Background: an optimization exercise with open tools, aiming at small area and a short achievable clock period. Do not read the settings as production practice. Power and IR drop assume default switching activity.

run a:
==> flow/design.v <==
`timescale 1ns / 1ps
module fixedFloatConversion(
  input wire clk,
  input wire rst,
  input wire[31:0] targetnumber,
  input wire[4:0] fixpointpos,
  input wire opcode,
  output reg[31:0] result);
wire        s  = targetnumber[31];
wire [30:0] t  = targetnumber[30:0];
wire [30:0] tp;                  
prefix_or #(.N(31)) pa (.a(t), .y(tp));
wire [30:0] mag = t ^ ({31{s}} & {tp[29:0], 1'b0});
wire        nz  = tp[30];
wire [4:0] lz;
lzc32 ulz (.w({mag, 1'b1}), .lz(lz));
wire [9:0] d     = 10'd150 - {5'd0, fixpointpos} - {2'd0, targetnumber[30:23]};
wire       valid = (d[9:5] == 5'd0);
wire [4:0] bsh   = ~d[4:0];
wire [54:0] x0 = opcode ? {31'd0, 1'b1, t[22:0]} : {mag, 24'd0};
wire [4:0]  sh = opcode ? bsh : lz;
wire [54:16] x1 = sh[4] ? x0[38:0]  : x0[54:16];
wire [54:24] x2 = sh[3] ? x1[46:16] : x1[54:24];
wire [54:28] x3 = sh[2] ? x2[50:24] : x2[54:28];
wire [54:30] x4 = sh[1] ? x3[52:28] : x3[54:30];
wire [54:31] y  = sh[0] ? x4[53:30] : x4[54:31];
wire [23:0] vp;                  
prefix_or #(.N(24)) pb (.a(y[54:31]), .y(vp));
wire        sb = opcode & s;
wire        keep = opcode ? valid : nz;
wire [23:0] low = y[54:31] ^ ({24{sb}} & {vp[22:0], 1'b0});
wire [7:0]  e  = 8'd157 - {3'd0, fixpointpos} - {3'd0, lz};
always @(posedge clk) begin
  result[22:0]  <= keep ? low[22:0] : 23'd0;
  result[30:23] <= keep ? (opcode ? {{7{sb & vp[23]}}, low[23]} : e) : 8'd0;
  result[31]    <= keep & s & (~opcode | vp[23]);
end
endmodule
module lzc32 (
  input  wire [31:0] w,
  output wire [4:0]  lz);
  wire [15:0] z1; wire [15:0] c1;
  wire [7:0]  z2; wire [15:0] c2;
  wire [3:0]  z3; wire [11:0] c3;
  wire [1:0]  z4; wire [7:0]  c4;
  genvar i;
  generate
    for (i = 0; i < 16; i = i + 1) begin : l1
      assign z1[i] = ~(w[2*i+1] | w[2*i]);
      assign c1[i] = ~w[2*i+1];
    end
    for (i = 0; i < 8; i = i + 1) begin : l2
      assign z2[i] = z1[2*i+1] & z1[2*i];
      assign c2[2*i+1:2*i] = z1[2*i+1] ? {1'b1, c1[2*i]} : {1'b0, c1[2*i+1]};
    end
    for (i = 0; i < 4; i = i + 1) begin : l3
      assign z3[i] = z2[2*i+1] & z2[2*i];
      assign c3[3*i+2:3*i] = z2[2*i+1] ? {1'b1, c2[4*i+1:4*i]} : {1'b0, c2[4*i+3:4*i+2]};
    end
    for (i = 0; i < 2; i = i + 1) begin : l4
      assign z4[i] = z3[2*i+1] & z3[2*i];
      assign c4[4*i+3:4*i] = z3[2*i+1] ? {1'b1, c3[6*i+2:6*i]} : {1'b0, c3[6*i+5:6*i+3]};
    end
  endgenerate
  assign lz = z4[1] ? {1'b1, c4[3:0]} : {1'b0, c4[7:4]};
endmodule
module prefix_or #(parameter N = 32) (
  input  wire [N-1:0] a,
  output wire [N-1:0] y);
  localparam L = $clog2(N);
  wire [N-1:0] p [0:L];
  assign p[0] = a;
  genvar k, i;
  generate
    for (k = 0; k < L; k = k + 1) begin : lv
      for (i = 0; i < N; i = i + 1) begin : bt
        if ((i >> k) & 1)
          assign p[k+1][i] = p[k][i] | p[k][((i >> k) << k) - 1];
        else
          assign p[k+1][i] = p[k][i];
      end
    end
  endgenerate
  assign y = p[L];
endmodule
==> flow/config.mk <==
export PLATFORM = sky130hd
export DESIGN_NAME = fixedFloatConversion
export DESIGN_NICKNAME = fixedFloatConversion
export VERILOG_FILES = /design/flow/design.v
export SDC_FILE = /design/flow/constraint.sdc
export NUM_CORES = 4
export LEC_CHECK = 0
export ABC_AREA = 1
export CAP_MARGIN = 20
export CORE_MARGIN = 2
export CORE_UTILIZATION = 40
export SETUP_SLACK_MARGIN = 3
export SLEW_MARGIN = 20
export TNS_END_PERCENT = 0
==> flow/constraint.sdc <==
create_clock -name core_clock -period 9.0 [get_ports {clk}]
set_input_delay 1.8000 -clock core_clock [delete_from_list [all_inputs] [get_ports {clk}]]
set_output_delay 1.8000 -clock core_clock [all_outputs]
set_load 0.01 [all_outputs]
standard.sh (not shown) runs the stock make flow with config.mk's settings and CLKGATE_MAP_FILE= SYNTH_SCRIPT=/design/flow/synth_recipe.tcl, a recipe that flattens the netlist after the stock synthesis.
==> flow/flow/run.sh <==
#!/bin/bash
# Standard layout with two changes:
#  - synthesis maps with the ABC script flow/map.abc (registers untouched:
#    abc runs without -dff, so the standard synthesis's flip-flops remain);
#  - the port buffers are the smallest buffer cell.
set -euo pipefail
W=$(pwd)
export BUFFER_PORTS_ARGS="-buffer_cell sky130_fd_sc_hd__buf_1"
{
  echo 'proc abc {args} {'
  echo '  set i [lsearch $args -script]'
  echo "  if {\$i >= 0} { lset args [expr {\$i+1}] $W/flow/map.abc }"
  echo '  yosys abc {*}$args'
  echo '}'
  cat "$W/synth_recipe.tcl"
} > "$W/my_synth.tcl"
sed -E "s#'?SYNTH_SCRIPT=[^ ']*'?#SYNTH_SCRIPT=$W/my_synth.tcl#" "$W/standard.sh" > "$W/my_standard.sh"
grep -q "SYNTH_SCRIPT=$W/my_synth.tcl" "$W/my_standard.sh"
bash "$W/my_standard.sh" > "$W/standard.log" 2>&1
==> flow/flow/map.abc <==
strash
dch -f
map -B 0.9
topo
stime -c
buffer -c
upsize -c
dnsize -c
For run b, these inputs were changed with respect to run a:
--- a/flow/design.v
+++ b/flow/design.v
@@ -9,30 +9,35 @@
 wire        s  = targetnumber[31];
 wire [30:0] t  = targetnumber[30:0];
-wire [30:0] tp;                  
-prefix_or #(.N(31)) pa (.a(t), .y(tp));
-wire [30:0] mag = t ^ ({31{s}} & {tp[29:0], 1'b0});
-wire        nz  = tp[30];
+wire        nz = |t;
 wire [4:0] lz;
-lzc32 ulz (.w({mag, 1'b1}), .lz(lz));
+lzc32 ulz (.w({t ^ {31{s}}, 1'b1}), .lz(lz));
 wire [9:0] d     = 10'd150 - {5'd0, fixpointpos} - {2'd0, targetnumber[30:23]};
 wire       valid = (d[9:5] == 5'd0);
 wire [4:0] bsh   = ~d[4:0];
-wire [54:0] x0 = opcode ? {31'd0, 1'b1, t[22:0]} : {mag, 24'd0};
+wire [54:0] xa = {t, 24'd0};
+wire [54:0] xb = {31'd0, 1'b1, t[22:0]};
 wire [4:0]  sh = opcode ? bsh : lz;
-wire [54:16] x1 = sh[4] ? x0[38:0]  : x0[54:16];
+wire pa1 = ~opcode & lz[4];
+wire pa0 = ~opcode & ~lz[4];
+wire pb1 = opcode & bsh[4];
+wire pb0 = opcode & ~bsh[4];
+wire [54:16] x1 = ({39{pa1}} & xa[38:0]) | ({39{pa0}} & xa[54:16])
+                | ({39{pb1}} & xb[38:0]) | ({39{pb0}} & xb[54:16]);
 wire [54:24] x2 = sh[3] ? x1[46:16] : x1[54:24];
 wire [54:28] x3 = sh[2] ? x2[50:24] : x2[54:28];
 wire [54:30] x4 = sh[1] ? x3[52:28] : x3[54:30];
 wire [54:31] y  = sh[0] ? x4[53:30] : x4[54:31];
-wire [23:0] vp;                  
-prefix_or #(.N(24)) pb (.a(y[54:31]), .y(vp));
-wire        sb = opcode & s;
-wire        keep = opcode ? valid : nz;
-wire [23:0] low = y[54:31] ^ ({24{sb}} & {vp[22:0], 1'b0});
-wire [7:0]  e  = 8'd157 - {3'd0, fixpointpos} - {3'd0, lz};
+wire st = (~sh[2] & |x2[27:24]) | (~sh[1] & |x3[29:28]) | (~sh[0] & x4[30]);
+wire        cin = ~opcode & st;
+wire [24:0] vp;                  
+prefix_or #(.N(25)) pb (.a({y[54:31], cin}), .y(vp));
+wire [23:0] low = y[54:31] ^ ({24{s}} & vp[23:0]);
+wire [7:0]  e0 = 8'd157 - {3'd0, fixpointpos} - {3'd0, lz};
+wire [7:0]  e  = (s & ~vp[24]) ? e0 + 8'd1 : e0;
+wire keep = opcode ? valid : nz;
 always @(posedge clk) begin
   result[22:0]  <= keep ? low[22:0] : 23'd0;
-  result[30:23] <= keep ? (opcode ? {{7{sb & vp[23]}}, low[23]} : e) : 8'd0;
-  result[31]    <= keep & s & (~opcode | vp[23]);
+  result[30:23] <= keep ? (opcode ? {{7{s & vp[24]}}, low[23]} : e) : 8'd0;
+  result[31]    <= keep & s & (~opcode | vp[24]);
 end
 endmodule
@@ -68,5 +73,5 @@
   input  wire [N-1:0] a,
   output wire [N-1:0] y);
-  localparam L = $clog2(N);
+  localparam L = 5;               
   wire [N-1:0] p [0:L];
   assign p[0] = a;
[summary]
- Run b vs run a: final area down
- On switching power: between run b and run a, it ends up lower for run b.
- Between run b and run a, the multi-input gate share of the layout cell area is higher for run b.
- [run b] sum of net half-perimeters after detailed placement fell 300 µm relative to run a
- Power: run b draws more than run a
- Delta(global-route wire length before repair, run b - run a) > 0
- Run b: wire length per cell after detailed routing about 2.6% above run a
- Post-synth design cell area: run b < run a
- Lower utilization among run b and run a: run b
- Diff run a -> run b | fill cell instance count of the final layout | decrease of 56
- Across run b and run a, none had a timing, DRC or antenna violation.
Function was not checked in any run of this note: the RTL went through the layout flow alone.

-- what the ideal ports hide --
In the flow no input, the clock included, has a driving cell. The finished layouts below were timed again as built, in two steps. Step 1 (the two cells are an assumption about what drives the block):
set clk [get_ports {clk}]
set_driving_cell -lib_cell sky130_fd_sc_hd__clkbuf_16 $clk
set_driving_cell -lib_cell sky130_fd_sc_hd__buf_2 [delete_from_list [all_inputs] $clk]
Step 2 moves the port delays by t, midway between the first and last clock arrival at a register: inputs arrive t later, outputs are due t later. That takes back most of the time a late clock gives input paths. a / b / c = no drivers / after step 1 / after step 2; a / b = the first two.
run	shift t [ns]	setup slack, ns	hold WS [ns]	worst setup path at the end	pins driven straight from the clock port
run a	0.312	3.453 / 3.463 / 3.151	2.046 / 2.049 / 2.202	input to register	1
run b	0.305	3.452 / 3.462 / 3.156	2.134 / 2.121 / 2.199	input to register	1
After both steps setup and hold are still met in every run listed. The setup slack of run a, which loses most, moves by +0.010 ns with the drivers and by -0.302 ns with both steps.
